What follows belongs to an exercise in optimizing a design on an open flow for small area; a production flow would make more cautious choices. RTL that was checked went through simulation tests only; none was proved equivalent to the original. The RTL of run 1 was laid out without a check of its function. No activity file was given, so power comes from the tool's default toggle rates.

File: flow/config.mk
export PLATFORM = sky130hd
export DESIGN_NAME = DIGITAL_CLOCK
export DESIGN_NICKNAME = DIGITAL_CLOCK
export VERILOG_FILES = /design/flow/design.v
export SDC_FILE = /design/flow/constraint.sdc
export NUM_CORES = 4
export LEC_CHECK = 0
export ABC_AREA = 1
export CAP_MARGIN = 20
export CORE_MARGIN = 2
export CORE_UTILIZATION = 60
export SLEW_MARGIN = 20
File: flow/constraint.sdc
create_clock -name core_clock -period 10.0 [get_ports {CLK}]
set_input_delay 2.0000 -clock core_clock [delete_from_list [all_inputs] [get_ports {CLK}]]
set_output_delay 2.0000 -clock core_clock [all_outputs]
set_load 0.01 [all_outputs]
File: flow/design.v
module DIGITAL_CLOCK(
	RESETN, CLK,
	KEY,
	LCD_RS, LCD_RW,
	LCD_DATA, PIEZO
);
input RESETN, CLK;
input [4:0] KEY;
output reg LCD_RS, LCD_RW;
output reg [7:0] LCD_DATA;
output wire PIEZO;
wire rst = !RESETN;
localparam OP_MENU = 3'd1, OP_SETV = 3'd2, OP_SETC = 3'd3, OP_CANC = 3'd4,
           OP_INC = 3'd5, OP_DEC = 3'd6, OP_TOG = 3'd7, OP_NOP = 3'd0;
reg [14:0] kcnt;
reg [1:0] ph;           
reg [2:0] op;           
reg [3:0] mode;         
reg meridian, ae;
wire k_menu = (KEY == 5'b10000);
wire k_set = (KEY == 5'b01000);
wire k_cancel = (KEY == 5'b00100);
wire k_up = (KEY == 5'b00010);
wire k_down = (KEY == 5'b00001);
wire kvalid = k_menu | k_set | k_cancel | k_up | k_down;
wire m_view = (mode[2:0] == 3'd0);
wire setc = (op == OP_SETC);
wire setting_ok = setc & ph[1];                  
wire s_or_as = setc & (ph[1] ^ ph[0]);           
wire kterm = (kcnt == 15'd23269);
wire act = kvalid & !setting_ok & kterm;
reg [2:0] eff_op;
always @(*) begin
	eff_op = OP_NOP;
	if (k_menu) eff_op = OP_MENU;
	if (k_set) eff_op = m_view ? OP_SETV : OP_SETC;
	if (k_cancel) eff_op = m_view ? OP_TOG : OP_CANC;
	if (k_up) eff_op = m_view ? OP_NOP : OP_INC;
	if (k_down) eff_op = m_view ? OP_NOP : OP_DEC;
end
always @(posedge CLK) begin
	if (rst) kcnt <= 0;
	else if (!setting_ok && kvalid) kcnt <= kterm ? 15'd0 : {kcnt[13:0], ~(kcnt[14] ^ kcnt[13])};
end
always @(posedge CLK) begin
	if (rst) ph <= 2'd0;
	else if (act) ph <= 2'd1;
	else if (ph != 2'd0) ph <= ph + 2'd1;
	if (act) op <= eff_op;
end
always @(posedge CLK) begin
	if (rst) begin
		meridian <= 1'b0;
		ae <= 1'b0;
	end else if (act && k_cancel && m_view) begin
		if (mode[3]) ae <= !ae;
		else meridian <= !meridian;
	end
end
reg [2:0] fnext;
always @(*) begin
	fnext = mode[2:0];
	case (op)
		OP_MENU: if (mode[3]) fnext = (mode[2:0] == 3'd3) ? 3'd1 : mode[2:0] + 3'd1;
		         else fnext = (mode[2:0] == 3'd6) ? 3'd1 : mode[2:0] + 3'd1;
		OP_SETV: fnext = 3'd1;
		OP_SETC, OP_CANC: fnext = 3'd0;
		default: ;
	endcase
end
always @(posedge CLK) begin
	if (rst) begin
		mode <= 4'd0;
	end else begin
		if (ph == 2'd1) begin
			mode[2:0] <= (op == OP_MENU && m_view) ? 3'd0 : fnext;
			if (op == OP_MENU && m_view) mode[3] <= !mode[3];
		end
	end
end
wire flip_ctl = (op == OP_SETV) | (op == OP_SETC) | (op == OP_CANC);    
wire ph2 = (ph == 2'd2);
wire alarm_d1 = mode[3] ^ (ph2 & (op == OP_MENU) & m_view);
wire cont_start = !m_view ^ (ph2 & flip_ctl);                           
wire ctl_d1 = (!mode[3] & !m_view) ^ (ph2 & flip_ctl & !mode[3]);       
wire ctl_d2 = (!mode[3] & !m_view) ^ (ph[1] & flip_ctl & !mode[3]);     
wire merp = meridian ^ ((ph == 2'd1) & (op == OP_TOG) & !mode[3]);
wire aep = ae ^ ((ph == 2'd1) & (op == OP_TOG) & mode[3]);
reg [16:0] tcnt;
wire tick_d2 = (tcnt == 17'd117024);
always @(posedge CLK) begin
	if (rst) tcnt <= 17'd98304;
	else if ((ph == 2'd3) && setc) tcnt <= 17'd65536;
	else if (tick_d2) tcnt <= 0;
	else tcnt <= {tcnt[15:0], ~(tcnt[16] ^ tcnt[14])};
end
reg [5:0] k_sec, k_min;
reg [4:0] k_hour, k_day;
reg [6:0] k_year;
reg [3:0] k_mon;
reg [5:0] a_sec, a_min;
reg [4:0] a_hour;
reg [5:0] r_sec, r_min;
reg [4:0] r_hour, r_day;
reg [6:0] r_year;
reg [3:0] r_mon;
reg [6:0] e_val, e_hi, e_lo;
always @(*) begin
	case (mode[2:0])
		3'd1: begin e_val = mode[3] ? {2'd0, a_hour} : {2'd0, k_hour}; e_hi = 7'd23; e_lo = 7'd0; end
		3'd2: begin e_val = mode[3] ? {1'd0, a_min} : {1'd0, k_min}; e_hi = 7'd59; e_lo = 7'd0; end
		3'd3: begin e_val = mode[3] ? {1'd0, a_sec} : {1'd0, k_sec}; e_hi = 7'd59; e_lo = 7'd0; end
		3'd4: begin e_val = k_year; e_hi = 7'd99; e_lo = 7'd0; end
		3'd5: begin e_val = {3'd0, k_mon}; e_hi = 7'd12; e_lo = 7'd1; end
		default: begin e_val = {2'd0, k_day}; e_hi = 7'd31; e_lo = 7'd1; end
	endcase
end
wire e_up = (op == OP_INC);
wire [6:0] e_res = e_up ? ((e_val == e_hi) ? e_lo : e_val + 7'd1)
                        : ((e_val == e_lo) ? e_hi : e_val - 7'd1);
wire e_step = (op == OP_INC) | (op == OP_DEC);
wire k_edit = (ph == 2'd3) & e_step & !mode[3];
wire a_edit = (ph == 2'd2) & e_step & mode[3];
wire a_clr = (ph == 2'd2) & (op == OP_CANC) & mode[3];
reg [5:0] kn_sec, kn_min;
reg [4:0] kn_hour, kn_day;
reg [6:0] kn_year;
reg [3:0] kn_mon;
always @(*) begin
	kn_sec = k_sec; kn_min = k_min; kn_hour = k_hour;
	kn_day = k_day; kn_mon = k_mon; kn_year = k_year;
	if (k_edit) case (mode[2:0])
		3'd1: kn_hour = e_res[4:0];
		3'd2: kn_min = e_res[5:0];
		3'd3: kn_sec = e_res[5:0];
		3'd4: kn_year = e_res;
		3'd5: kn_mon = e_res[3:0];
		default: kn_day = e_res[4:0];
	endcase
end
reg [5:0] an_sec, an_min;
reg [4:0] an_hour;
always @(*) begin
	an_sec = a_sec; an_min = a_min; an_hour = a_hour;
	if (a_clr) begin
		an_sec = 6'd0; an_min = 6'd0; an_hour = 5'd0;
	end else if (a_edit) case (mode[2:0])
		3'd1: an_hour = e_res[4:0];
		3'd2: an_min = e_res[5:0];
		default: an_sec = e_res[5:0];
	endcase
end
wire r_load = (ph == 2'd3) & setc & !mode[3];
wire s59 = (r_sec == 6'd59);
wire m59 = (r_min == 6'd59);
wire h23 = (r_hour == 5'd23);
wire d31 = (r_day == 5'd31);
wire mo12 = (r_mon == 4'd12);
reg [5:0] rn_sec, rn_min;
reg [4:0] rn_hour, rn_day;
reg [6:0] rn_year;
reg [3:0] rn_mon;
always @(*) begin
	rn_sec = r_sec; rn_min = r_min; rn_hour = r_hour;
	rn_day = r_day; rn_mon = r_mon; rn_year = r_year;
	if (r_load) begin
		rn_sec = k_sec; rn_min = k_min; rn_hour = k_hour;
		rn_day = k_day; rn_mon = k_mon; rn_year = k_year;
	end else if (tick_d2) begin
		rn_sec = s59 ? 6'd0 : r_sec + 6'd1;
		if (s59) rn_min = m59 ? 6'd0 : r_min + 6'd1;
		if (s59 && m59) rn_hour = h23 ? 5'd0 : r_hour + 5'd1;
		if (s59 && m59 && h23) rn_day = d31 ? 5'd1 : r_day + 5'd1;
		if (s59 && m59 && h23 && d31) rn_mon = r_mon + 4'd1;
		if (s59 && m59 && h23 && d31 && mo12) rn_year = (r_year == 7'd99) ? 7'd0 : r_year + 7'd1;
	end
end
always @(posedge CLK) begin
	if (rst) begin
		k_sec <= 6'd1; k_min <= 6'd0; k_hour <= 5'd0;
		k_year <= 7'd16; k_mon <= 4'd1; k_day <= 5'd1;
		a_sec <= 6'd0; a_min <= 6'd0; a_hour <= 5'd0;
		r_sec <= 6'd0; r_min <= 6'd0; r_hour <= 5'd0;
		r_year <= 7'd16; r_mon <= 4'd1; r_day <= 5'd1;
	end else begin
		k_sec <= kn_sec; k_min <= kn_min; k_hour <= kn_hour;
		k_year <= kn_year; k_mon <= kn_mon; k_day <= kn_day;
		a_sec <= an_sec; a_min <= an_min; a_hour <= an_hour;
		r_sec <= rn_sec; r_min <= rn_min; r_hour <= rn_hour;
		r_year <= rn_year; r_mon <= rn_mon; r_day <= rn_day;
	end
end
wire [5:0] d_sec = ctl_d2 ? k_sec : r_sec;
wire [5:0] d_min = ctl_d2 ? k_min : r_min;
wire [4:0] d_hour = ctl_d2 ? k_hour : r_hour;
wire [6:0] d_year = ctl_d2 ? k_year : r_year;
wire [3:0] d_mon = ctl_d2 ? k_mon : r_mon;
wire [4:0] d_day = ctl_d2 ? k_day : r_day;
wire eqp = ({d_hour, d_min, d_sec} == {a_hour, a_min, a_sec});
reg [21:0] ccnt;
reg stopp, doingp;
wire cterm = (ccnt == 22'd3906453);
wire doing = (aep & eqp) | (!stopp & doingp);
always @(posedge CLK) begin
	if (rst) begin
		ccnt <= 0;
		stopp <= 1'b0;
		doingp <= 1'b0;
	end else begin
		if (doingp) begin
			ccnt <= cterm ? 22'd0 : {ccnt[20:0], ~(ccnt[21] ^ ccnt[20])};
			if (cterm) stopp <= 1'b1;
		end else
			stopp <= 1'b0;
		doingp <= doing;
	end
end
reg [14:0] pcnt;
reg [6:0] ord;        
reg [7:0] snd_cnt;    
reg buff;
wire pterm = (pcnt == 15'd25566);
wire [2:0] note;
assign note[0] = (ord == 7'd1) | (ord == 7'd2) | (ord == 7'd5) | (ord == 7'd6) | (ord == 7'd9) | (ord == 7'd11) | (ord == 7'd13) | (ord == 7'd25) | (ord == 7'd33) | (ord == 7'd34) | (ord == 7'd37) | (ord == 7'd38) | (ord == 7'd41) | (ord == 7'd43) | (ord == 7'd45) | (ord == 7'd53) | (ord == 7'd54) | (ord == 7'd57) | (ord == 7'd58) | (ord == 7'd59) | (ord == 7'd60);
assign note[1] = (ord == 7'd3) | (ord == 7'd4) | (ord == 7'd5) | (ord == 7'd6) | (ord == 7'd7) | (ord == 7'd8) | (ord == 7'd17) | (ord == 7'd19) | (ord == 7'd21) | (ord == 7'd35) | (ord == 7'd36) | (ord == 7'd37) | (ord == 7'd38) | (ord == 7'd39) | (ord == 7'd40) | (ord == 7'd49) | (ord == 7'd51) | (ord == 7'd55) | (ord == 7'd56) | (ord == 7'd57) | (ord == 7'd58) | (ord == 7'd59) | (ord == 7'd60);
assign note[2] = (ord == 7'd27) | (ord == 7'd29);
wire snd_ge = (note == 3'd0) | ((note == 3'd1) & (snd_cnt >= 8'd151)) |
              ((note == 3'd2) & (snd_cnt >= 8'd169)) | ((note == 3'd3) & (snd_cnt >= 8'd190)) |
              ((note == 3'd4) & (snd_cnt >= 8'd127));
wire snd_hit = ae & snd_ge;
always @(posedge CLK) begin
	if (rst) begin
		pcnt <= 0;
		ord <= 7'd0;
		snd_cnt <= 8'd0;
		buff <= 1'b0;
	end else begin
		if (pterm) begin
			pcnt <= 0;
			ord <= (ord == 7'd68) ? 7'd2 : ord + 7'd1;
		end else
			pcnt <= {pcnt[13:0], ~(pcnt[14] ^ pcnt[13])};
		if (snd_hit) snd_cnt <= 8'd0;
		else if (snd_cnt != 8'd255) snd_cnt <= snd_cnt + 8'd1;
		if (snd_hit && doing) buff <= !buff;
	end
end
assign PIEZO = buff;
reg [14:0] bcnt;
reg blink;
wire bterm = (bcnt == 15'd30649);
always @(posedge CLK) begin
	if (rst) begin
		bcnt <= 0;
		blink <= 1'b0;
	end else if (cont_start) begin
		if (bterm) begin
			bcnt <= 0;
			blink <= !blink;
		end else
			bcnt <= {bcnt[13:0], ~(bcnt[14] ^ bcnt[13])};
	end else
		blink <= 1'b0;
end
reg [4:0] f_h;    
reg [5:0] f_m;    
reg [5:0] f_s;    
reg [6:0] f_y;    
reg [4:0] f_mo;   
reg [4:0] f_d;    
reg ap;
wire [2:0] f = mode[2:0];
wire al = mode[3];
reg [4:0] hc;
reg [5:0] mc, sc;
reg [6:0] yc;
reg [4:0] moc, dc;
always @(*) begin
	hc = f_h; mc = f_m; sc = f_s; yc = f_y; moc = f_mo; dc = f_d;
	if (m_view) begin
		hc = al ? a_hour : d_hour;
		mc = al ? a_min : d_min;
		sc = al ? a_sec : d_sec;
		yc = al ? 7'd127 : d_year;
		moc = al ? 5'd16 : {1'b0, d_mon};
		dc = al ? 5'd0 : d_day;
	end else begin
		if (f == 3'd1) hc = blink ? 5'd31 : (al ? a_hour : d_hour);
		if (f == 3'd2 && blink) hc = al ? a_hour : d_hour;
		if (f == 3'd2) mc = blink ? 6'd63 : (al ? a_min : d_min);
		if (f == 3'd3 && blink) mc = al ? a_min : d_min;
		if (f == 3'd3) sc = blink ? 6'd63 : (al ? a_sec : d_sec);
		if (((!al && f == 3'd4) || (al && f == 3'd1)) && blink) sc = al ? a_sec : d_sec;
		if (!al && f == 3'd4) yc = blink ? 7'd127 : d_year;
		if (!al && f == 3'd5 && blink) yc = d_year;
		if (!al && f == 3'd5) moc = blink ? 5'd16 : {1'b0, d_mon};
		if (!al && f == 3'd6 && blink) moc = {1'b0, d_mon};
		if (!al && f == 3'd6) dc = blink ? 5'd0 : d_day;
		if (!al && f == 3'd1 && blink) dc = d_day;
	end
end
wire h_blank = (hc == 5'd31);
wire pm = (d_hour >= 5'd12);
always @(posedge CLK) begin
	f_h <= (meridian && !h_blank && pm) ? d_hour - 5'd12 : hc;
	f_m <= mc; f_s <= sc; f_y <= yc; f_mo <= moc; f_d <= dc;
	if (meridian && !h_blank) ap <= pm;
end
localparam S_DELAY = 3'd0, S_FSET = 3'd1, S_EMODE = 3'd2, S_DISP = 3'd3,
           S_LINE1 = 3'd4, S_LINE2 = 3'd5;
reg [2:0] state;
reg [6:0] lcnt;
always @(posedge CLK) begin
	if (rst) begin
		state <= S_DELAY;
		lcnt <= 7'd0;
	end else begin
		case (state)
			S_DELAY: begin
				if (lcnt == 7'd70) begin state <= S_FSET; lcnt <= 7'd0; end
				else lcnt <= lcnt + 7'd1;
			end
			S_FSET, S_DISP, S_EMODE: begin
				if (lcnt == 7'd30) begin
					state <= (state == S_FSET) ? S_DISP : (state == S_DISP) ? S_EMODE : S_LINE1;
					lcnt <= 7'd0;
				end else lcnt <= lcnt + 7'd1;
			end
			S_LINE1, S_LINE2: begin
				if (lcnt == 7'd17) begin state <= (state == S_LINE1) ? S_LINE2 : S_LINE1; lcnt <= 7'd0; end
				else lcnt <= lcnt + 7'd1;
			end
			default: begin state <= S_DELAY; lcnt <= 7'd0; end
		endcase
	end
end
localparam C_SP = 5'd10, C_COL = 5'd11, C_A = 5'd12, C_P = 5'd13, C_M = 5'd14, C_Y = 5'd15,
           C_D = 5'd16, C_BELL = 5'd17, C_SET = 5'd18, C_NOTE = 5'd19, C_INIT = 5'd20,
           C_FSET = 5'd21, C_DISP = 5'd22, C_EMODE = 5'd23, C_L1 = 5'd24, C_L2 = 5'd25;
wire line2 = (state == S_LINE2);
wire [4:0] lc = lcnt[4:0];
reg [6:0] fv;
reg fblank, ftens, isdig;
reg [4:0] ch;
always @(*) begin
	fv = 7'd0; fblank = 1'b0; ftens = 1'b0; isdig = 1'b1; ch = C_SP;
	case ({line2, lc})
		{1'b0, 5'd2}, {1'b0, 5'd3}: begin fv = {2'd0, f_h}; fblank = (f_h[4] & f_h[3]); end
		{1'b0, 5'd5}, {1'b0, 5'd6}: begin fv = {1'd0, f_m}; fblank = (f_m[5:2] == 4'hf); end
		{1'b0, 5'd8}, {1'b0, 5'd9}: begin fv = {1'd0, f_s}; fblank = (f_s[5:2] == 4'hf); end
		{1'b1, 5'd4}, {1'b1, 5'd5}: begin fv = f_y; fblank = (f_y[6:4] == 3'h7); end
		{1'b1, 5'd7}, {1'b1, 5'd8}: begin fv = {3'd0, f_mo[3:0]}; fblank = f_mo[4]; end
		{1'b1, 5'd10}, {1'b1, 5'd11}: begin fv = {2'd0, f_d}; fblank = (f_d == 5'd0); end
		default: isdig = 1'b0;
	endcase
	case ({line2, lc})
		{1'b0, 5'd2}, {1'b0, 5'd5}, {1'b0, 5'd8}, {1'b1, 5'd4}, {1'b1, 5'd7}, {1'b1, 5'd10}: ftens = 1'b1;
		default: ftens = 1'b0;
	endcase
	case ({line2, lc})
		{1'b0, 5'd4}, {1'b0, 5'd7}: ch = C_COL;
		{1'b0, 5'd11}: ch = merp ? (ap ? C_P : C_A) : C_SP;
		{1'b0, 5'd12}: ch = merp ? C_M : C_SP;
		{1'b0, 5'd14}: ch = alarm_d1 ? C_BELL : C_SP;
		{1'b0, 5'd15}: ch = cont_start ? C_SET : C_SP;
		{1'b1, 5'd2}: ch = alarm_d1 ? C_SP : 5'd2;
		{1'b1, 5'd3}: ch = alarm_d1 ? C_SP : 5'd0;
		{1'b1, 5'd6}: ch = alarm_d1 ? C_SP : C_Y;
		{1'b1, 5'd9}: ch = alarm_d1 ? C_SP : C_M;
		{1'b1, 5'd12}: ch = alarm_d1 ? C_SP : C_D;
		{1'b1, 5'd14}: ch = doingp ? C_NOTE : C_SP;
		{1'b1, 5'd15}: ch = aep ? C_BELL : C_SP;
		default: ch = C_SP;
	endcase
end
function [7:0] bcd7;
	input [6:0] b;
	integer i;
	reg [7:0] r;
	begin
		r = 8'd0;
		for (i = 6; i >= 0; i = i - 1) begin
			if (r[3:0] >= 4'd5) r[3:0] = r[3:0] + 4'd3;
			if (r[7:4] >= 4'd5) r[7:4] = r[7:4] + 4'd3;
			r = {r[6:0], b[i]};
		end
		bcd7 = r;
	end
endfunction
wire [7:0] fbcd = bcd7(fv);
wire [3:0] digit = ftens ? fbcd[7:4] : fbcd[3:0];
wire [4:0] chr = isdig ? (fblank ? C_SP : {1'b0, digit}) : ch;
reg [4:0] lcd;
always @(posedge CLK) begin
	if (rst) lcd <= C_INIT;
	else begin
		case (state)
			S_FSET: lcd <= C_FSET;
			S_DISP: lcd <= C_DISP;
			S_EMODE: lcd <= C_EMODE;
			S_LINE1, S_LINE2: begin
				if (lcnt == 7'd0) lcd <= line2 ? C_L2 : C_L1;
				else if (lcnt <= 7'd16) lcd <= chr;
				else lcd <= C_SP;
			end
			default: lcd <= C_INIT;
		endcase
	end
end
always @(*) begin
	LCD_RS = 1'b1;
	LCD_RW = 1'b0;
	case (lcd)
		C_SP: LCD_DATA = 8'h20;
		C_COL: LCD_DATA = 8'h3a;
		C_A: LCD_DATA = 8'h41;
		C_P: LCD_DATA = 8'h50;
		C_M: LCD_DATA = 8'h4d;
		C_Y: LCD_DATA = 8'h59;
		C_D: LCD_DATA = 8'h44;
		C_BELL: LCD_DATA = 8'h98;
		C_SET: LCD_DATA = 8'ha9;
		C_NOTE: LCD_DATA = 8'h91;
		C_INIT: begin LCD_RW = 1'b1; LCD_DATA = 8'h00; end
		C_FSET: begin LCD_RS = 1'b0; LCD_DATA = 8'h3c; end
		C_DISP: begin LCD_RS = 1'b0; LCD_DATA = 8'h0c; end
		C_EMODE: begin LCD_RS = 1'b0; LCD_DATA = 8'h06; end
		C_L1: begin LCD_RS = 1'b0; LCD_DATA = 8'h80; end
		C_L2: begin LCD_RS = 1'b0; LCD_DATA = 8'hc0; end
		default: LCD_DATA = {4'h3, lcd[3:0]};
	endcase
end
endmodule
File: flow/flow/run.sh
#!/bin/bash
# Own flow: the standard synthesis, then the combinational cells re-mapped by a stronger
# ABC script (flip-flops untouched), then the standard layout of that netlist.
set -euo pipefail
W=$(pwd)
R=$W/orfs/results/${FLOW_PLATFORM}/DIGITAL_CLOCK/base
YOSYS=$FLOW_HOME/../tools/install/yosys/bin/yosys
[ -x "$YOSYS" ] || YOSYS=yosys

bash standard.sh synth > std_synth.log 2>&1
cp "$R/1_2_yosys.v" "$W/std_synth_netlist.v"

export REOPT_LIB=$FLOW_HOME/platforms/${FLOW_PLATFORM}/lib/sky130_fd_sc_hd__tt_025C_1v80.lib
export REOPT_IN=$W/std_synth_netlist.v
export REOPT_OUT=$W/reopt_netlist.v
export REOPT_ABC=$W/flow/reopt.abc
"$YOSYS" -c "$W/flow/reopt.tcl" > reopt.log 2>&1

# the flip-flops must be exactly the standard synthesis's
grep -oE '^\s*sky130_fd_sc_hd__\w*df\w*\s+\S+' "$REOPT_IN" | sort > ff_std.txt
grep -oE '^\s*sky130_fd_sc_hd__\w*df\w*\s+\S+' "$REOPT_OUT" | sort > ff_reopt.txt
cmp ff_std.txt ff_reopt.txt

cp "$REOPT_OUT" "$R/1_2_yosys.v"
touch "$R/1_2_yosys.v"

# port buffers: the smallest buffer; clock tree: small buffers, no dummy loads
export BUFFER_PORTS_ARGS="-buffer_cell sky130_fd_sc_hd__buf_1"
export CTS_ARGS="-sink_clustering_enable -repair_clock_nets -dont_use_dummy_load -buf_list {sky130_fd_sc_hd__clkbuf_2 sky130_fd_sc_hd__clkbuf_4} -sink_clustering_size 30"
bash standard.sh > std_layout.log 2>&1
File: flow/flow/reopt.abc
strash
dch -f
map -a
mfs2
strash
dch -f
amap
topo
File: flow/flow/reopt.tcl
# Re-map the combinational cells of the standard synthesis netlist with a stronger ABC
# script. Flip-flops stay the same instances (names and cell types): they are made black
# boxes before the netlist is flattened, so only the logic between them changes.
yosys -import
set lib $::env(REOPT_LIB)
read_liberty -overwrite -ignore_miss_func -setattr liberty_cell $lib
foreach m [split [string trim [tee -q -s result.string select -list-mod A:liberty_cell]] "\n"] {
  if {[regexp {__(df|edf|sdf|dl|sdl|einv|ebuf|conb|tap|fill|decap|diode)} $m]} { blackbox $m }
}
read_verilog -overwrite $::env(REOPT_IN)
hierarchy -top DIGITAL_CLOCK
flatten
opt_clean -purge
set du {}
foreach c {sky130_fd_sc_hd__probe_p_8 sky130_fd_sc_hd__probec_p_8 sky130_fd_sc_hd__lpflow_bleeder_1 sky130_fd_sc_hd__lpflow_clkbufkapwr_1 sky130_fd_sc_hd__lpflow_clkbufkapwr_16 sky130_fd_sc_hd__lpflow_clkbufkapwr_2 sky130_fd_sc_hd__lpflow_clkbufkapwr_4 sky130_fd_sc_hd__lpflow_clkbufkapwr_8 sky130_fd_sc_hd__lpflow_clkinvkapwr_1 sky130_fd_sc_hd__lpflow_clkinvkapwr_16 sky130_fd_sc_hd__lpflow_clkinvkapwr_2 sky130_fd_sc_hd__lpflow_clkinvkapwr_4 sky130_fd_sc_hd__lpflow_clkinvkapwr_8 sky130_fd_sc_hd__lpflow_decapkapwr_12 sky130_fd_sc_hd__lpflow_decapkapwr_3 sky130_fd_sc_hd__lpflow_decapkapwr_4 sky130_fd_sc_hd__lpflow_decapkapwr_6 sky130_fd_sc_hd__lpflow_decapkapwr_8 sky130_fd_sc_hd__lpflow_inputiso0n_1 sky130_fd_sc_hd__lpflow_inputiso0p_1 sky130_fd_sc_hd__lpflow_inputiso1n_1 sky130_fd_sc_hd__lpflow_inputiso1p_1 sky130_fd_sc_hd__lpflow_inputisolatch_1 sky130_fd_sc_hd__lpflow_isobufsrc_1 sky130_fd_sc_hd__lpflow_isobufsrc_16 sky130_fd_sc_hd__lpflow_isobufsrc_2 sky130_fd_sc_hd__lpflow_isobufsrc_4 sky130_fd_sc_hd__lpflow_isobufsrc_8 sky130_fd_sc_hd__lpflow_isobufsrckapwr_16 sky130_fd_sc_hd__lpflow_lsbuf_lh_hl_isowell_tap_1 sky130_fd_sc_hd__lpflow_lsbuf_lh_hl_isowell_tap_2 sky130_fd_sc_hd__lpflow_lsbuf_lh_hl_isowell_tap_4 sky130_fd_sc_hd__lpflow_lsbuf_lh_isowell_4 sky130_fd_sc_hd__lpflow_lsbuf_lh_isowell_tap_1 sky130_fd_sc_hd__lpflow_lsbuf_lh_isowell_tap_2 sky130_fd_sc_hd__lpflow_lsbuf_lh_isowell_tap_4} { lappend du -dont_use $c }
abc -script $::env(REOPT_ABC) -liberty $lib {*}$du
select -assert-none t:$*
opt_clean -purge
hilomap -singleton -hicell sky130_fd_sc_hd__conb_1 HI -locell sky130_fd_sc_hd__conb_1 LO
splitnets
opt_clean -purge
tee -o $::env(REOPT_OUT).stat stat -liberty $lib
write_verilog -noattr -nohex -nodec $::env(REOPT_OUT)
File: flow/standard.sh
#!/bin/bash
# synth_recipe.tcl (not shown) runs the flow's synth.tcl, then flattens the netlist and writes it again
# the make line also repeats each setting of config.mk as NAME=value (left out here)
make -C /OpenROAD-flow-scripts/flow DESIGN_CONFIG=/design/flow/config.mk WORK_HOME=/design/flow/orfs CLKGATE_MAP_FILE= SYNTH_SCRIPT=/design/flow/synth_recipe.tcl "${@:-finish}"
==> impl_results.rst, run 1 <==
.. list-table::
   :header-rows: 1

   * - Metric
     - Value
   * - Routed wire length
     - 33.8 mm
   * - Most common cell after layout, fill and taps aside
     - nor2_1
   * - Die ar.
     - 21300 µm²
   * - Worst Path Arrival
     - 6.59 ns
   * - Number of instances resized during post-cts repair
     - 0
   * - VDD IR-drop max
     - 0.0982 mV
   * - Slew Viols, Final
     - 0
   * - Port Buf Inserts
     - 17
   * - Initial antenna violation count
     - 1
   * - Drt via density
     - 6.29
   * - Total number of clock tree sinks
     - 247
   * - Top library cells by usage in the layout, fill and taps aside
     - 344 x nor2_1, 219 x clkinv_1, 214 x dfxtp_1
   * - Ys Warns
     - 1
   * - Critical Path Most Common Cell
     - clkinv_1
   * - Slowest cell on crit path
     - nor3_1
   * - Number of global-route vias before repair
     - 10855
   * - Count of buffers added by post-CTS timing repair for setup
     - 0
   * - Clock network latency to the later pin of the worst-skew pair
     - 0.68 ns
   * - Worst Hold Class
     - flop to flop
   * - Final critical path time including I/O delays and setup
     - 6.04 ns
   * - Synth Net Count
     - 1576
   * - Site row count
     - 51
   * - Horiz. Die Dim
     - 146 µm
   * - GRT Resource Usage Total
     - 31.3%
   * - Total overflow reported by the global router
     - 0
   * - Startpoint type of the worst setup path
     - flop
   * - Pre-antenna DRT Iters
     - 9
   * - Post-DP HPWL
     - 24.9 mm
   * - Number of vias in the routed layout
     - 12166
   * - CTS tree
     - done
   * - Pwr Density
     - 135 nW/µm²
   * - Floorplan core area
     - 19600 µm²
   * - Post-route clock skew
     - 0.0735 ns
   * - Area post-placement
     - 12600 µm²
   * - Final number of hold-violating endpoints
     - 0
   * - CTS H-tree lvls
     - 3
   * - Starting utilization of the core area
     - 61.7%
   * - Leakage dissipation
     - 4.43 nW
   * - Gate Count Post-Synth
     - 1569
   * - Maxcap violations
     - 0
   * - Final clock period utilization by the worst path
     - 60.4%
   * - Maximum number of pins on one net before global-route repair
     - 53
   * - Largest incremental delay on the critical path
     - 0.85 ns
   * - Headroom to the max-slew limit
     - 28.8%
   * - Result of the run
     - finished clean
   * - Clock-pin transition on the worst setup and hold timing paths
     - 0.06 ns
   * - Number of buffers created by CTS
     - 68
   * - Post-Route Setup TNS
     - 0 ns
   * - Routing layer with the top usage in global route
     - met2
   * - Post-synth design cell area
     - 12100 µm²
   * - Flop2flop setup slack
     - 3.96 ns
   * - First-pass GRT wire length
     - 54.5 mm
   * - Number of remaining DRC errors
     - 0
   * - Post-route cell area
     - 13100 µm²
   * - Layout Area Growth over Synthesis
     - 8.85%
   * - RSZ-0062 raised after global routing
     - false
   * - Final Net Count
     - 1677
   * - Met1 routing resource usage after global routing
     - 43.9%
   * - Chip height
     - 146 µm
   * - Num ports
     - 18
   * - Root Buffer Master
     - clkbuf_4
   * - F_max
     - 166 MHz
   * - Average detailed-routed wire length per instance
     - 17.5 µm
   * - Util after Layout
     - 67.1%
   * - Number of violations reported at the end of detailed-routing iteration 0
     - 1198
   * - Cell family with most CP delay
     - simple AND/OR/NAND/NOR gates
   * - Bufs on Longest Clock Path
     - 3
   * - Detail Route Antenna Nets
     - 0
   * - Number of buffer and inverter instances along the worst setup path
     - 8
   * - Sort of element at the end of the critical path
     - flop
   * - Number of setup violations in the final report
     - 0
   * - Share of post-route cells with drive strength above 1
     - 5.16%
   * - GR met3 Demand/Resource
     - 5.14%
   * - Crit path kind
     - flop to flop
   * - Grt met2 use
     - 48.3%
   * - Syn Area/Cell
     - 7.70 µm²
   * - Pin slew with the least headroom to its limit
     - 1.06 ns
   * - Fill count
     - 1752
   * - Routability cong.
     - 1.03
   * - CTS Hold Buffers Added
     - 0
   * - WP data required
     - 10.55 ns
   * - Critical path peak fanout
     - 10
[through the flow]
stage	hold slack, ns	setup slack, ns	cells	power (mW)
2_1_floorplan	0.403	3.60	1569	1.10
3_3_place_gp	0.407	4.60	1863	1.13
3_5_place_dp	0.414	4.14	1864	1.13
4_1_cts	0.374	4.08	1932	1.79
5_1_grt	0.416	3.22	1935	1.85
6_report	0.399	3.96	1935	1.78
[flip-flops by register name (all words and copies together), names as in the netlist, 8 cells and up]
register,cells
bcnt,15
ccnt,22
kcnt,15
pcnt,15
snd_cnt,8
tcnt,17
[power breakdown]
| part | internal (mW) | leakage (nW) | switching (mW) |
|---|---|---|---|
| Sequential | 1.01 | 2.11 | 0.00699 |
| Clock | 0.309 | 0.313 | 0.359 |
| Combinational | 0.0280 | 2.01 | 0.0653 |
| Total | 1.35 | 4.43 | 0.431 |
[worst register-to-register path, delay by kind of cell (launching register included)]
family | cells | cell delay [ns]
AOI/OAI and AO/OA | 11 | 2.16
and+or+nand+nor | 11 | 2.28
buffers and inverters | 8 | 1.15
DFF | 1 | 0.35
[final cells by class]
class	count	area (µm²)	share of cell area, %
antenna	2	5.00	0.0381
tap	265	332	2.52
clock buffer	68	510	3.88
multi-input combinational	1102	6010	45.7
sequential	247	5280	40.1
timing repair buffer	31	190	1.45
inverter	220	826	6.28
[worst paths after layout]
| check | start | end | cells after the start |
|---|---|---|---|
| max | state[0] | lcd[1] | 30 |
| min | tcnt[5] | tcnt[6] | 2 |
| max reg2reg | state[0] | lcd[1] | 30 |
| min reg2reg | tcnt[5] | tcnt[6] | 2 |
[per-layer routing]
layer	vias up	wire (µm)
li1	5945	-
met1	5592	15300
met2	539	14800
met3	90	2660
met4	0	1060
met5	-	0
==> run 2, diff against run 1 <==
--- a/flow/design.v
+++ b/flow/design.v
@@ -306,39 +306,23 @@
 	f_m <= mc; f_s <= sc; f_y <= yc; f_mo <= moc; f_d <= dc;
 	if (meridian && !h_blank) ap <= pm;
 end
-localparam S_DELAY = 3'd0, S_FSET = 3'd1, S_EMODE = 3'd2, S_DISP = 3'd3,
-           S_LINE1 = 3'd4, S_LINE2 = 3'd5;
-reg [2:0] state;
-reg [6:0] lcnt;
+reg [7:0] lseq;
+wire lloop = lseq[7] & lseq[6];
+wire [4:0] lcnt5 = lseq[4:0];
 always @(posedge CLK) begin
-	if (rst) begin
-		state <= S_DELAY;
-		lcnt <= 7'd0;
-	end else begin
-		case (state)
-			S_DELAY: begin
-				if (lcnt == 7'd70) begin state <= S_FSET; lcnt <= 7'd0; end
-				else lcnt <= lcnt + 7'd1;
-			end
-			S_FSET, S_DISP, S_EMODE: begin
-				if (lcnt == 7'd30) begin
-					state <= (state == S_FSET) ? S_DISP : (state == S_DISP) ? S_EMODE : S_LINE1;
-					lcnt <= 7'd0;
-				end else lcnt <= lcnt + 7'd1;
-			end
-			S_LINE1, S_LINE2: begin
-				if (lcnt == 7'd17) begin state <= (state == S_LINE1) ? S_LINE2 : S_LINE1; lcnt <= 7'd0; end
-				else lcnt <= lcnt + 7'd1;
-			end
-			default: begin state <= S_DELAY; lcnt <= 7'd0; end
-		endcase
-	end
+	if (rst) lseq <= 8'd0;
+	else if (lseq == 8'd163) lseq <= 8'd192;
+	else if (lloop && lcnt5 == 5'd17) lseq <= {2'b11, !lseq[5], 5'd0};
+	else lseq <= lseq + 8'd1;
 end
+wire s_fset = !lloop && (lseq > 8'd70) && (lseq <= 8'd101);
+wire s_disp = !lloop && (lseq > 8'd101) && (lseq <= 8'd132);
+wire s_emode = !lloop && (lseq > 8'd132);
 localparam C_SP = 5'd10, C_COL = 5'd11, C_A = 5'd12, C_P = 5'd13, C_M = 5'd14, C_Y = 5'd15,
            C_D = 5'd16, C_BELL = 5'd17, C_SET = 5'd18, C_NOTE = 5'd19, C_INIT = 5'd20,
            C_FSET = 5'd21, C_DISP = 5'd22, C_EMODE = 5'd23, C_L1 = 5'd24, C_L2 = 5'd25;
-wire line2 = (state == S_LINE2);
-wire [4:0] lc = lcnt[4:0];
+wire line2 = lseq[5];
+wire [4:0] lc = lcnt5;
 reg [6:0] fv;
 reg fblank, ftens, isdig;
 reg [4:0] ch;
@@ -394,17 +378,14 @@
 always @(posedge CLK) begin
 	if (rst) lcd <= C_INIT;
 	else begin
-		case (state)
-			S_FSET: lcd <= C_FSET;
-			S_DISP: lcd <= C_DISP;
-			S_EMODE: lcd <= C_EMODE;
-			S_LINE1, S_LINE2: begin
-				if (lcnt == 7'd0) lcd <= line2 ? C_L2 : C_L1;
-				else if (lcnt <= 7'd16) lcd <= chr;
-				else lcd <= C_SP;
-			end
-			default: lcd <= C_INIT;
-		endcase
+		if (lloop) begin
+			if (lcnt5 == 5'd0) lcd <= line2 ? C_L2 : C_L1;
+			else if (lcnt5 <= 5'd16) lcd <= chr;
+			else lcd <= C_SP;
+		end else if (s_fset) lcd <= C_FSET;
+		else if (s_disp) lcd <= C_DISP;
+		else if (s_emode) lcd <= C_EMODE;
+		else lcd <= C_INIT;
 	end
 end
 always @(*) begin
--- a/flow/flow/run.sh
+++ b/flow/flow/run.sh
@@ -26,5 +26,5 @@
 
 # port buffers: the smallest buffer; clock tree: small buffers, no dummy loads
 export BUFFER_PORTS_ARGS="-buffer_cell sky130_fd_sc_hd__buf_1"
-export CTS_ARGS="-sink_clustering_enable -repair_clock_nets -dont_use_dummy_load -buf_list {sky130_fd_sc_hd__clkbuf_2 sky130_fd_sc_hd__clkbuf_4} -sink_clustering_size 30"
+export CTS_ARGS="-sink_clustering_enable -repair_clock_nets -dont_use_dummy_load -buf_list {sky130_fd_sc_hd__clkbuf_16} -sink_clustering_size 20 -sink_clustering_max_diameter 50"
 bash standard.sh > std_layout.log 2>&1
--- a/flow/config.mk
+++ b/flow/config.mk
@@ -9,4 +9,5 @@
 export CAP_MARGIN = 20
 export CORE_MARGIN = 2
 export CORE_UTILIZATION = 60
+export GPL_TIMING_DRIVEN = 0
 export SLEW_MARGIN = 20
==> run 2 against run 1 <==
Against the previous run:
- cell count shrank 5.3%
- core utilization is essentially flat
- first-iteration DRC count grew 4.9%
- routed wire length shrank 0.71%
- power grew 4.8%
- register-to-register slack lost 0.17 ns
- worst setup slack lost 0.17 ns
==> impl_results.rst, run 2 <==
.. list-table::
   :header-rows: 1

   * - Metric
     - Value
   * - Result of the run
     - finished clean
   * - Floorplan core area
     - 19400 µm² (-0.98%)
   * - Total overflow reported by the global router
     - 0 (unchanged)
   * - Starting utilization of the core area
     - 60.8% (-0.82 points)
   * - Part of the power in combinational logic
     - 2.1% (-3.1 points)
   * - Switch Pwr
     - 386 µW (-10%)
   * - Share of power burned in the clock network
     - 44.1% (+6.6 points)
   * - Slew Viols, Final
     - 0 (unchanged)
   * - First-pass GRT wire length
     - 53.0 mm (-2.8%)
   * - Cell Count Post-Placement
     - 1806 (-3.1%)
   * - Grt met2 use
     - 51.9% (+3.6 points)
   * - Final critical path time including I/O delays and setup
     - 6.21 ns (+0.169 ns)
   * - Average detailed-routed wire length per instance
     - 18.3 µm (+4.8%)
   * - Site row count
     - 51 (unchanged)
   * - RSZ-0062 raised after global routing
     - false
   * - CTS H-tree lvls
     - 1 (-2)
   * - Pwr Density
     - 143 nW/µm² (+5.8%)
   * - F_max
     - 161 MHz (-2.7%)
   * - Final clock period utilization by the worst path
     - 62.1% (+1.7 points)
   * - Pin slew with the least headroom to its limit
     - 1.17 ns (+0.113 ns)
   * - Maxcap violations
     - 0 (unchanged)
   * - Synth Net Count
     - 1524 (-3.3%)
   * - Root Buffer Master
     - clkbuf_16
   * - Num ports
     - 18 (unchanged)
   * - Die ar.
     - 20800 µm² (-2.2%)
   * - Crit path kind
     - flop to flop
   * - Post-DP HPWL
     - 24.4 mm (-1.9%)
   * - Final Net Count
     - 1577 (-6.0%)
   * - VDD IR-drop max
     - 0.125 mV (+27%)
   * - Drt via density
     - 6.33 (+0.60%)
   * - Antenna diode instance count
     - 0 (-2)
   * - Leakage dissipation
     - 4.17 nW (-5.8%)
   * - GRT Resource Usage Total
     - 32.0% (+0.72 points)
   * - Routability cong.
     - 1.02 (-1.6%)
   * - Sort of element at the end of the critical path
     - flop
   * - Final number of hold-violating endpoints
     - 0 (unchanged)
   * - Bufs on Longest Clock Path
     - 3 (unchanged)
   * - Gate Count Post-Synth
     - 1517 (-3.3%)
   * - Internal Power
     - 1.48 mW (+9.7%)
   * - Routed wire length
     - 33.5 mm (-0.71%)
   * - Horiz. Die Dim
     - 144 µm (-1.1%)
   * - Headroom to the max-slew limit
     - 20.9% (-7.9 points)
   * - Number of violations reported at the end of detailed-routing iteration 0
     - 1257 (+4.9%)
   * - Met1 routing resource usage after global routing
     - 42.8% (-1.1 points)
   * - Most common cell after layout, fill and taps aside
     - nor2_1
   * - Sequential cell fraction of total power
     - 53.7% (-3.5 points)
   * - CTS tree
     - done
   * - Clock network latency to the later pin of the worst-skew pair
     - 0.55 ns (-0.13 ns)
   * - Net Sw Frac
     - 20.7% (-3.5 points)
   * - Port Buf Inserts
     - 17 (unchanged)
   * - Post-synth design cell area
     - 11800 µm² (-2.3%)
   * - Maximum number of pins on one net before global-route repair
     - 74 (+40%)
   * - Number of remaining DRC errors
     - 0 (unchanged)
   * - Chip height
     - 144 µm (-1.1%)
   * - Number of vias in the routed layout
     - 11594 (-4.7%)
   * - Layout Area Growth over Synthesis
     - 10.4%
   * - Worst Path Arrival
     - 6.58 ns (about the same)
   * - Number of setup violations in the final report
     - 0 (unchanged)
   * - Startpoint type of the worst setup path
     - flop
   * - Post-Route Setup TNS
     - 0 ns (unchanged)
   * - Clock-pin transition on the worst setup and hold timing paths
     - 0.07 ns (about the same)
   * - Worst Hold Class
     - flop to flop
   * - Post-route clock skew
     - 0.0520 ns (-0.0215 ns)
   * - Worst hold slack
     - 0.422 ns (+0.0232 ns)
   * - Register name with the most flops
     - ccnt
   * - Top library cells by usage in the layout, fill and taps aside
     - 308 x nor2_1, 230 x clkinv_1, 211 x dfxtp_1
   * - Pre-antenna DRT Iters
     - 9 (unchanged)
   * - Critical path peak fanout
     - 45 (+35)
   * - GR met3 Demand/Resource
     - 4.47% (-0.67 points)
   * - Number of global-route vias before repair
     - 10451 (-3.7%)
   * - Total number of clock tree sinks
     - 245 (-0.81%)
   * - Initial antenna violation count
     - 0 (-1)
   * - Number of buffers created by CTS
     - 27 (-60%)
   * - Detail Route Antenna Nets
     - 0 (unchanged)
   * - Routing layer with the top usage in global route
     - met2
   * - WP data required
     - 10.37 ns (-0.18 ns)
   * - Max FFs per register
     - 22 (unchanged)
   * - Syn Area/Cell
     - 7.78 µm² (+1.0%)
   * - Count of buffers added by post-CTS timing repair for setup
     - 0 (unchanged)
   * - Ys Warns
     - 1 (unchanged)
   * - Share of post-route cells with drive strength above 1
     - 2.87% (-2.3 points)
   * - Number of instances resized during post-cts repair
     - 0 (unchanged)
   * - CTS Hold Buffers Added
     - 0 (unchanged)
   * - Final Non-Filler Cells
     - 1833 (-5.3%)
   * - Largest registers in the final layout
     - ccnt x22, tcnt x17
[run 2: final timing paths]
path	endpoint	from	slack, ns	cells after the start
worst max-delay path	r_day[2]	mode[3]	3.79	11
worst min-delay path	tcnt[8]	tcnt[7]	0.42	2
worst max register to register	r_day[2]	mode[3]	3.79	11
worst min register to register	tcnt[8]	tcnt[7]	0.42	2
[run 2: layer usage]
metal,part of all wire [%],wire length (µm)
met5,0,0
met4,4.9,1640
met3,7.3,2460
met2,45,15000
met1,43,14500
[run 2: area by class of cell]
cell class              count  area, µm²
fillers                  1702       6370
multi-input cells        1040       5750
flip-flops and latches    245       5240
inverters                 232        877
clock buffers              27        676
well taps                 265        332
repair buffers             24        154
[run 2: per-stage QoR]
step / setup WS [ns] / power [mW] / util, % / area (µm²)
after global placement: 1.01 / 1.06 / 62.9 / 12200
final: 3.79 / 1.86 / 67.1 / 13000
after floorplan: 4.33 / 1.05 / - / 11800
after detailed placement: 3.40 / 1.06 / 63.7 / 12300
after CTS: 3.37 / 1.87 / 67.1 / 13000
after global routing: 3.35 / 1.91 / 67.1 / 13000
[run 2: power by group through the flow]
stage / combinational [mW] / sequential, mW / clock, mW
2_1_floorplan: 0.0237 / 1.02 / 0
3_3_place_gp: 0.0365 / 1.02 / 0
3_5_place_dp: 0.0389 / 1.02 / 0
4_1_cts: 0.0391 / 1.00 / 0.834
5_1_grt: 0.0436 / 1.00 / 0.870
6_report: 0.0396 / 1.00 / 0.823
[run 2: worst max-delay path, stage by stage (launching register included)]
cell and delay, ns:
dfxtp_2 0.70, clkinv_2 0.68, nand2_1 0.93, clkinv_1 1.09, nor2_1 0.44, clkinv_1 0.20, o21ai_1 0.51, nor2_1 0.32
o21ai_0 0.45, clkinv_1 0.37, a22oi_1 0.27, nor2_1 0.07
==> run 3, diff against run 2 <==
--- a/flow/flow/run.sh
+++ b/flow/flow/run.sh
@@ -26,5 +26,5 @@
 
 # port buffers: the smallest buffer; clock tree: small buffers, no dummy loads
 export BUFFER_PORTS_ARGS="-buffer_cell sky130_fd_sc_hd__buf_1"
-export CTS_ARGS="-sink_clustering_enable -repair_clock_nets -dont_use_dummy_load -buf_list {sky130_fd_sc_hd__clkbuf_16} -sink_clustering_size 20 -sink_clustering_max_diameter 50"
+export CTS_ARGS="-sink_clustering_enable -repair_clock_nets -dont_use_dummy_load -buf_list {sky130_fd_sc_hd__clkbuf_4} -sink_clustering_size 12 -sink_clustering_max_diameter 40"
 bash standard.sh > std_layout.log 2>&1
==> run 3 against run 2 <==
Against the previous run:
- non-clock buffer count did not move
- highest routed layer unchanged
- largest cell class unchanged
- clock-buffer cell count rose by 7
- still clean on timing, DRC and antenna
- worst hold slack improved by 0.0027 ns
- critical endpoint unchanged
==> impl_results.rst, run 3 <==
.. list-table::
   :header-rows: 1

   * - Metric
     - Value
   * - Num ports
     - 18 (unchanged)
   * - Top library cells by usage in the layout, fill and taps aside
     - 308 x nor2_1, 230 x clkinv_1, 211 x dfxtp_1
   * - Maxcap violations
     - 0 (unchanged)
   * - Total overflow reported by the global router
     - 0 (unchanged)
   * - Chip height
     - 144 µm (unchanged)
   * - VDD IR-drop max
     - 0.0970 mV (-22%)
   * - GRT Resource Usage Total
     - 31.8% (-0.22 points)
   * - Routed wire length
     - 33.2 mm (-1.1%)
   * - Worst Path Arrival
     - 6.61 ns (+0.03 ns)
   * - Root Buffer Master
     - clkbuf_4
   * - Slew Viols, Final
     - 0 (unchanged)
   * - Slowest cell on crit path
     - clkinv_1
   * - First-pass GRT wire length
     - 52.5 mm (-1.1%)
   * - CTS tree
     - done
   * - Result of the run
     - finished clean
   * - Largest registers in the final layout
     - ccnt x22, tcnt x17
   * - Syn Area/Cell
     - 7.78 µm² (unchanged)
   * - Port Buf Inserts
     - 17 (unchanged)
   * - Pin slew with the least headroom to its limit
     - 1.19 ns (+0.0119 ns)
   * - Drt via density
     - 6.30 (-0.46%)
   * - Starting utilization of the core area
     - 60.8% (unchanged)
   * - Cell-by-cell listing of the critical path
     - clkinv_2 > nand2_1 > clkinv_1 > nor2_1 > clkinv_1 > o21ai_1 > nor2_1 > o21ai_0 > clkinv_1 > a22oi_1 > nor2_1
   * - Most common cell after layout, fill and taps aside
     - nor2_1
   * - Post-Route Setup TNS
     - 0 ns (unchanged)
   * - Startpoint type of the worst setup path
     - flop
   * - Final Net Count
     - 1584 (+0.44%)
   * - Post-DP HPWL
     - 24.4 mm (unchanged)
   * - CTS Hold Buffers Added
     - 0 (unchanged)
   * - Critical path peak fanout
     - 45 (unchanged)
   * - Final number of hold-violating endpoints
     - 0 (unchanged)
   * - Leakage dissipation
     - 4.00 nW (-4.2%)
   * - Number of global-route vias before repair
     - 10402 (-0.47%)
   * - Site row count
     - 51 (unchanged)
   * - RSZ-0062 raised after global routing
     - false
   * - Final critical path time including I/O delays and setup
     - 6.16 ns (-0.0495 ns)
   * - Post-route clock skew
     - 0.110 ns (+0.0577 ns)
   * - Post-route cell area
     - 12600 µm² (-3.2%)
   * - Crit path kind
     - flop to flop
   * - Area post-placement
     - 12300 µm² (unchanged)
   * - Initial antenna violation count
     - 0 (unchanged)
   * - Worst Hold Class
     - flop to flop
   * - Number of buffers created by CTS
     - 34 (+26%)
   * - Pre-antenna DRT Iters
     - 6 (-3)
   * - Maximum number of pins on one net before global-route repair
     - 74 (unchanged)
   * - Synth Net Count
     - 1524 (unchanged)
   * - Total number of clock tree sinks
     - 245 (unchanged)
   * - Worst hold slack
     - 0.424 ns (+0.00268 ns)
   * - Ys Warns
     - 1 (unchanged)
   * - Die ar.
     - 20800 µm² (unchanged)
   * - Number of instances resized during post-cts repair
     - 0 (unchanged)
   * - CTS H-tree lvls
     - 2 (+1)
   * - Number of remaining DRC errors
     - 0 (unchanged)
   * - Sort of element at the end of the critical path
     - flop
   * - Clock-pin transition on the worst setup and hold timing paths
     - 0.10 ns (+0.03 ns)
   * - Number of violations reported at the end of detailed-routing iteration 0
     - 1151 (-8.4%)
   * - Gate Count Post-Synth
     - 1517 (unchanged)
   * - Headroom to the max-slew limit
     - 20.1% (-0.80 points)
   * - Number of vias in the routed layout
     - 11591 (-0.026%)
   * - Horiz. Die Dim
     - 144 µm (unchanged)
   * - Average detailed-routed wire length per instance
     - 18.0 µm (-1.5%)
   * - Layout Area Growth over Synthesis
     - 6.83%
   * - Register name with the most flops
     - ccnt
   * - WP data required
     - 10.45 ns (+0.08 ns)
   * - Pwr Density
     - 120 nW/µm² (-16%)
   * - Max FFs per register
     - 22 (unchanged)
   * - Floorplan core area
     - 19400 µm² (unchanged)
   * - Routability cong.
     - 1.02 (unchanged)
   * - Clock network latency to the later pin of the worst-skew pair
     - 0.67 ns (+0.12 ns)
   * - Detail Route Antenna Nets
     - 0 (unchanged)
   * - Post-synth design cell area
     - 11800 µm² (unchanged)
   * - Share of post-route cells with drive strength above 1
     - 3.30% (+0.43 points)
   * - Number of setup violations in the final report
     - 0 (unchanged)
   * - Largest incremental delay on the critical path
     - 1.08 ns (about the same)
   * - F_max
     - 162 MHz (+0.80%)
   * - Bufs on Longest Clock Path
     - 3 (unchanged)
   * - Count of buffers added by post-CTS timing repair for setup
     - 0 (unchanged)
   * - Final clock period utilization by the worst path
     - 61.6% (-0.50 points)
run 3: area by class of cell:
class | count | area (µm²)
Clock buffer | 34 | 255
Inverter | 232 | 877
Sequential cell | 245 | 5240
Fill cell | 1777 | 6790
Multi-Input combinational cell | 1040 | 5750
Tap cell | 265 | 332
Antenna cell | 1 | 2.50
Timing Repair Buffer | 24 | 154
run 3: per-layer routing:
layer	routed length [µm]	vias up	part of all wire [%]	track usage, %
li1	-	5668	-	-
met1	14600	5326	44	42.4
met2	14600	481	44	50.2
met3	2370	116	7.1	5.86
met4	1670	0	5.0	15.2
met5	0	-	0	0
run 3: metrics by stage:
stage	power [mW]	utilization, %	setup slack [ns]	cells
floorplan	1.05	-	4.33	1517
global placement	1.06	62.9	1.01	1799
detailed placement	1.06	63.7	3.40	1806
CTS	1.52	65.0	3.40	1840
global route	1.56	65.0	3.37	1840
finish	1.51	65.0	3.84	1841
run 3: path summary, 6_finish.rpt:
| check | start | endpoint | slack (ns) | cells after the start |
|---|---|---|---|---|
| worst max register to register | mode[3] | r_day[2] | 3.84 | 11 |
| worst min-delay path | pcnt[9] | pcnt[10] | 0.42 | 2 |
| worst min register to register | pcnt[9] | pcnt[10] | 0.42 | 2 |
| worst max-delay path | mode[3] | r_day[2] | 3.84 | 11 |
run 3: power by group:
group	total, mW	leakage (nW)	switching, mW	internal [mW]
registers	1.00	2.09	0.00266	0.997
logic	0.0394	1.75	0.0298	0.00957
clock network	0.473	0.156	0.316	0.157
total	1.51	4.00	0.348	1.16
run 3: worst max-delay path, delay by kind of cell, from the launching register on:
family,cells,cell delay (ns)
AO/OA/AOI/OAI,3,1.22
flip-flops,1,0.72
buffers and inverters,4,2.32
AND/OR/NAND/NOR,4,1.73
==> run 4, diff against run 3 <==
--- a/flow/flow/run.sh
+++ b/flow/flow/run.sh
@@ -26,5 +26,5 @@
 
 # port buffers: the smallest buffer; clock tree: small buffers, no dummy loads
 export BUFFER_PORTS_ARGS="-buffer_cell sky130_fd_sc_hd__buf_1"
-export CTS_ARGS="-sink_clustering_enable -repair_clock_nets -dont_use_dummy_load -buf_list {sky130_fd_sc_hd__clkbuf_4} -sink_clustering_size 12 -sink_clustering_max_diameter 40"
+export CTS_ARGS="-sink_clustering_enable -repair_clock_nets -dont_use_dummy_load -buf_list {sky130_fd_sc_hd__clkbuf_2 sky130_fd_sc_hd__clkbuf_4} -sink_clustering_size 30"
 bash standard.sh > std_layout.log 2>&1
--- a/flow/config.mk
+++ b/flow/config.mk
@@ -8,6 +8,6 @@
 export ABC_AREA = 1
 export CAP_MARGIN = 20
 export CORE_MARGIN = 2
-export CORE_UTILIZATION = 60
+export CORE_UTILIZATION = 70
 export GPL_TIMING_DRIVEN = 0
 export SLEW_MARGIN = 20
==> run 4 against run 3 <==
Against the previous run:
- register-to-register slack got worse by 0.59 ns
- sequential cell count is the same
- largest cell class unchanged
- design area up 1.0%
- combinational power barely moved
- clock power up 29%
- clock-buffer cell count is 25 higher
==> impl_results.rst, run 4 <==
.. list-table::
   :header-rows: 1

   * - Metric
     - Value
   * - Result of the run
     - finished clean
   * - Number of instances resized during post-cts repair
     - 0 (unchanged)
   * - Pwr Density
     - 130 nW/µm² (+8.2%)
   * - Detail Route Antenna Nets
     - 0 (unchanged)
   * - Bufs on Longest Clock Path
     - 3 (unchanged)
   * - Clock network latency to the later pin of the worst-skew pair
     - 0.71 ns (+0.04 ns)
   * - Number of remaining DRC errors
     - 0 (unchanged)
   * - CTS tree
     - done
   * - Cell Count Post-Placement
     - 1761 (-2.5%)
   * - Headroom to the max-slew limit
     - 23.3% (+3.2 points)
   * - Most common cell after layout, fill and taps aside
     - nor2_1
   * - Post-route cell area
     - 12700 µm² (+1.0%)
   * - Horiz. Die Dim
     - 134 µm (-7.2%)
   * - Port Buf Inserts
     - 17 (unchanged)
   * - Final critical path time including I/O delays and setup
     - 6.75 ns (+0.594 ns)
   * - Final clock period utilization by the worst path
     - 67.5% (+5.9 points)
   * - Top library cells by usage in the layout, fill and taps aside
     - 308 x nor2_1, 230 x clkinv_1, 212 x dfxtp_1
   * - Starting utilization of the core area
     - 71.4% (+11 points)
   * - VDD IR-drop max
     - 0.109 mV (+12%)
   * - Final Non-Filler Cells
     - 1821 (-1.1%)
   * - Total power of the final layout
     - 1.65 mW (+9.3%)
   * - Post-synth design cell area
     - 11800 µm² (unchanged)
   * - Number of vias in the routed layout
     - 12079 (+4.2%)
   * - Total number of clock tree sinks
     - 245 (unchanged)
   * - Synth Net Count
     - 1524 (unchanged)
   * - Critical path peak fanout
     - 45 (unchanged)
   * - Worst Path Arrival
     - 7.30 ns (+0.69 ns)
   * - Max FFs per register
     - 22 (unchanged)
   * - Register name with the most flops
     - ccnt
   * - CTS H-tree lvls
     - 2 (unchanged)
   * - Gate Count Post-Synth
     - 1517 (unchanged)
   * - Pin slew with the least headroom to its limit
     - 1.15 ns (-0.0355 ns)
   * - GRT Resource Usage Total
     - 36.9% (+5.1 points)
   * - Fill count
     - 1264 (-29%)
   * - Startpoint type of the worst setup path
     - flop
   * - Leakage dissipation
     - 4.11 nW (+2.9%)
   * - Cell-by-cell listing of the critical path
     - clkinv_2 > nand2_1 > clkinv_1 > nor2_1 > clkinv_1 > o21ai_1 > nor2_1 > o21ai_0 > clkinv_1 > a22oi_1 > nor2_1
   * - Largest incremental delay on the critical path
     - 1.07 ns (about the same)
   * - Chip height
     - 134 µm (-7.2%)
   * - CTS Hold Buffers Added
     - 0 (unchanged)
   * - WP data required
     - 10.55 ns (+0.10 ns)
   * - Slew Viols, Final
     - 0 (unchanged)
   * - Syn Area/Cell
     - 7.78 µm² (unchanged)
   * - Final number of hold-violating endpoints
     - 0 (unchanged)
   * - Final Net Count
     - 1609 (+1.6%)
   * - Final worst slack
     - 3.25 ns (-0.594 ns)
   * - Post-DP HPWL
     - 24.1 mm (-1.2%)
   * - Crit path kind
     - flop to flop
   * - Floorplan core area
     - 16500 µm² (-15%)
   * - Sort of element at the end of the critical path
     - flop
   * - Initial antenna violation count
     - 1 (+1)
   * - Average detailed-routed wire length per instance
     - 18.2 µm (+1.0%)
   * - Root Buffer Master
     - clkbuf_4
   * - Area post-placement
     - 12300 µm² (-0.50%)
   * - Number of global-route vias before repair
     - 11326 (+8.9%)
   * - Routability cong.
     - 1.01 (-0.56%)
   * - Die ar.
     - 17900 µm² (-14%)
   * - Clock-pin transition on the worst setup and hold timing paths
     - 0.07 ns (-0.03 ns)
   * - Number of buffers created by CTS
     - 59 (+74%)
   * - RSZ-0062 raised after global routing
     - false
   * - Number of setup violations in the final report
     - 0 (unchanged)
   * - Util after Layout
     - 77.1% (+12 points)
   * - Site row count
     - 47 (-7.8%)
   * - Largest registers in the final layout
     - ccnt x22, tcnt x17
   * - Slowest cell on crit path
     - clkinv_1
   * - Worst Hold Class
     - flop to flop
   * - First-pass GRT wire length
     - 53.9 mm (+2.8%)
   * - Post-Route Setup TNS
     - 0 ns (unchanged)
   * - Post-route clock skew
     - 0.0659 ns (-0.0438 ns)
   * - Ys Warns
     - 1 (unchanged)
   * - Maxcap violations
     - 0 (unchanged)
   * - F_max
     - 148 MHz (-8.8%)
   * - Share of post-route cells with drive strength above 1
     - 4.75% (+1.4 points)
   * - Pre-antenna DRT Iters
     - 6 (unchanged)
   * - Layout Area Growth over Synthesis
     - 7.93%
   * - Drt via density
     - 6.63 (+5.4%)
   * - Worst hold slack
     - 0.409 ns (-0.0154 ns)
   * - Routed wire length
     - 33.1 mm (about the same)
   * - Count of buffers added by post-CTS timing repair for setup
     - 0 (unchanged)
   * - Worst setup timing slack at the placement stage
     - 3.59 ns (+0.190 ns)
   * - Maximum number of pins on one net before global-route repair
     - 74 (unchanged)
   * - Total overflow reported by the global router
     - 0 (unchanged)
   * - Number of violations reported at the end of detailed-routing iteration 0
     - 1262 (+9.6%)
   * - Num ports
     - 18 (unchanged)
==> run 4: critical path, delay by kind of cell, from the launching register on <==
kind | cells | cell delay (ns)
buffers and inverters | 4 | 2.58
flip-flops | 1 | 1.06
AND/OR/NAND/NOR | 4 | 1.71
AO/OA/AOI/OAI | 3 | 1.25
==> run 4: per-layer routing <==
layer / share of wire [%] / vias up / GRT usage, %
met5: 0 / - / 0
met4: 6.1 / 0 / 22.6
met3: 9.5 / 169 / 6.39
met2: 45 / 687 / 60.1
met1: 39 / 5478 / 46.0
li1: - / 5745 / -
==> run 4: where the power goes <==
part | switching, mW | internal (mW)
combinational | 0.0297 | 0.00989
sequential | 0.00276 | 0.998
clock | 0.346 | 0.266
total | 0.378 | 1.27
==> run 4: final cells by class <==
class	count	area (µm²)	area share, %
clock buffers	59	443	3.48
diodes	1	2.50	0.0196
repair buffers	24	154	1.21
well taps	220	275	2.16
inverters	232	877	6.89
flip-flops and latches	245	5240	41.1
multi-input cells	1040	5750	45.1
==> run 4: worst paths after layout <==
check,cells past startpoint,slack (ns),from,to
worst max-delay path,11,3.25,mode[3],r_day[2]
worst min-delay path,2,0.41,pcnt[8],pcnt[9]
worst max register to register,11,3.25,mode[3],r_day[2]
worst min register to register,2,0.41,pcnt[8],pcnt[9]

-- static timing again, ports no longer ideal --
The flow's constraints put no driver on any port. The routed layouts listed below were extracted and timed again, unchanged, in two steps.
Step 1 assumes that a clkbuf_16 drives the clock port and a buf_2 every other input.
Step 2 also shifts input and output timing later by t, the mid clock arrival at the registers, as if the neighbouring blocks saw the same clock.
Slacks: ideal / step 1 / step 2; pairs: ideal / step 1.
run	shift t [ns]	setup WS [ns]	hold slack, ns	latest minus earliest clock arrival (ns)
run 1	0.681	3.961 / 3.961 / 3.961	0.399 / 0.399 / 0.399	0.073 / 0.074
run 2	0.571	3.791 / 3.791 / 3.791	0.422 / 0.422 / 0.422	0.057 / 0.056
run 3	0.650	3.841 / 3.841 / 3.841	0.424 / 0.424 / 0.424	0.120 / 0.120
run 4	0.715	3.247 / 3.247 / 3.247	0.409 / 0.409 / 0.409	0.071 / 0.071
After both steps every run listed still meets setup and hold.
